This design comes from an exercise in tuning for small area on the open sky130 flow, not from production work. In this exercise RTL edits were held to simulation tests only and were not proved equivalent to the original. Power is estimated from default activity; no workload was simulated.

## JK
// ISE
module ISE(
 input               clk
,input               reset
,input       [4:0]   image_in_index
,input       [23:0]  pixel_in
,output              busy
,output              out_valid
,output      [1:0]   color_index
,output reg  [4:0]   image_out_index
);
==> flow/config.mk <==
export PLATFORM = sky130hd
export DESIGN_NAME = ISE
export DESIGN_NICKNAME = ISE
export VERILOG_FILES = /design/flow/design.v
export SDC_FILE = /design/flow/constraint.sdc
export NUM_CORES = 4
export LEC_CHECK = 0
export CAP_MARGIN = 20
export CORE_MARGIN = 2
export CORE_UTILIZATION = 75
export PLACE_DENSITY = 0.85
export SLEW_MARGIN = 20
==> flow/constraint.sdc <==
create_clock -name core_clock -period 85.0 [get_ports {clk}]
set_input_delay 17.0000 -clock core_clock [delete_from_list [all_inputs] [get_ports {clk}]]
set_output_delay 17.0000 -clock core_clock [all_outputs]
set_load 0.01 [all_outputs]
standard.sh (not shown) runs the stock make flow with config.mk's settings and CLKGATE_MAP_FILE= SYNTH_SCRIPT=/design/flow/synth_recipe.tcl, a recipe that flattens the netlist after the stock synthesis.
==> flow/flow/run.sh <==
#!/bin/bash
# The standard layout (standard.sh), with three changes:
#  - synthesis: the standard flow's script, but ABC maps with flow/area.abc (area oriented) and no
#    adder cells are forced in (ADDER_MAP_FILE empty); registers are unchanged,
#  - port buffers of the smallest buffer cell,
#  - clock tree synthesis without dummy loads.
# Each tool's output goes to ORFS's own logs; make's output to standard_flow.log.
set -euo pipefail
W=$PWD
{ head -n 1 synth_recipe.tcl; cat flow/abc_override.tcl; tail -n +2 synth_recipe.tcl; } > area_synth.tcl
export AREA_ABC_SCRIPT=$W/flow/area.abc
export BUFFER_PORTS_ARGS="-buffer_cell sky130_fd_sc_hd__buf_1"
export CTS_ARGS="-sink_clustering_enable -repair_clock_nets -buf_list sky130_fd_sc_hd__clkbuf_8 -sink_clustering_size 16 -sink_clustering_max_diameter 60 -dont_use_dummy_load"
bash standard.sh SYNTH_SCRIPT=$W/area_synth.tcl ADDER_MAP_FILE= finish > standard_flow.log 2>&1
==> flow/flow/abc_override.tcl <==
# Map with an area-oriented ABC script instead of the one ORFS's synthesis names;
# everything else in the synthesis is the standard one.
proc abc {args} {
  set i [lsearch -exact $args -script]
  if { $i >= 0 } {
    set args [lreplace $args [expr {$i+1}] [expr {$i+1}] $::env(AREA_ABC_SCRIPT)]
  }
  yosys abc {*}$args
}
==> flow/flow/area.abc <==
strash
ifraig
scorr
dc2
strash
dch -f
amap -F 4
strash
dc2
dch -f
amap -F 4
strash
dc2
dch -f
amap -F 4
topo
Setup changes, JK to MS
- changing CORE_UTILIZATION from 75 to 70
- setting CTS_CLUSTER_SIZE to 16 for the first time
- setting CTS_BUF_LIST to sky130_fd_sc_hd__clkbuf_8 for the first time
- changing PLACE_DENSITY from 0.85 to 0.8
- setting CTS_CLUSTER_DIAMETER to 60 for the first time
--- outcome ---
Going from JK to MS, filler cell count grew by more than 10%. On endpoint required time on the critical path: MS sits above JK. MS: via count 1.7% below JK. Summary of MS over JK: sequential share of layout area went down by 0.20 points, wire length went down by 2200 µm, vertical die dimension went up by 3.4%. Compared with JK, in MS largest incremental delay on the critical path dropped 0.05 ns, post-placement cell count up 44. MS: flow completed, timing, DRC and antenna clean.
For AL, these inputs were changed with respect to MS:
==> flow/run.sh (new file) <==
#!/bin/bash
# synth_recipe.tcl (not shown) runs the flow's synth.tcl, then flattens the netlist and writes it again
# the make line also repeats each setting of config.mk as NAME=value (left out here)
make -C /OpenROAD-flow-scripts/flow DESIGN_CONFIG=/design/flow/config.mk WORK_HOME=/design/flow/orfs CLKGATE_MAP_FILE= SYNTH_SCRIPT=/design/flow/synth_recipe.tcl finish
removed: flow/flow/run.sh
removed: flow/flow/abc_override.tcl
removed: flow/flow/area.abc
removed: flow/standard.sh
Notes after the runs:
Run comparison: MS capture point of the worst path g_sum[21]$_DFF_P_; AL capture point of the worst path g_sum[20]$_DFF_P_
Area added between synthesis and finish across AL and MS: no real change.
Changes observed in AL relative to MS: power increased about 25%; share of power burned in combinational logic increased 12 points.
Cmp AL vs MS: clock-buffer cell count higher in AL
Across both runs, non-clock buffer count was higher for AL than for MS.
Looking at cell count after placement, AL sits about 9% above MS.

==> re-timing with driven ports <==
The flow's constraints put no driver on any port. The routed layouts listed below were extracted and timed again, unchanged, in two steps. Step 1 assumes that a clkbuf_16 drives the clock port and a buf_2 every other input. Step 2 adds t to the input delays and takes it off the output delays; t is the mean of the earliest and latest rising clock arrival at the registers after step 1. Input paths then give back, and output paths get back, about the clock's delay inside the block. Three values: no drivers, after step 1, after step 2; two values: the first two.
run | t, ns | setup WS [ns] | hold WS [ns] | slew at the worst register clock pin (ns)
JK | 0.625 | 62.376 / 62.402 / 61.777 | 0.288 / 0.288 / 0.288 | 0.11 / 0.11
MS | 0.623 | 62.495 / 62.520 / 61.897 | 0.312 / 0.312 / 0.312 | 0.10 / 0.10
AL | 0.673 | 63.202 / 63.226 / 62.553 | 0.299 / 0.299 / 0.299 | 0.12 / 0.12
After both steps setup and hold are still met in every run listed. For AL, which loses most, drivers alone change the setup slack by +0.024 ns; drivers and shift together by -0.649 ns.
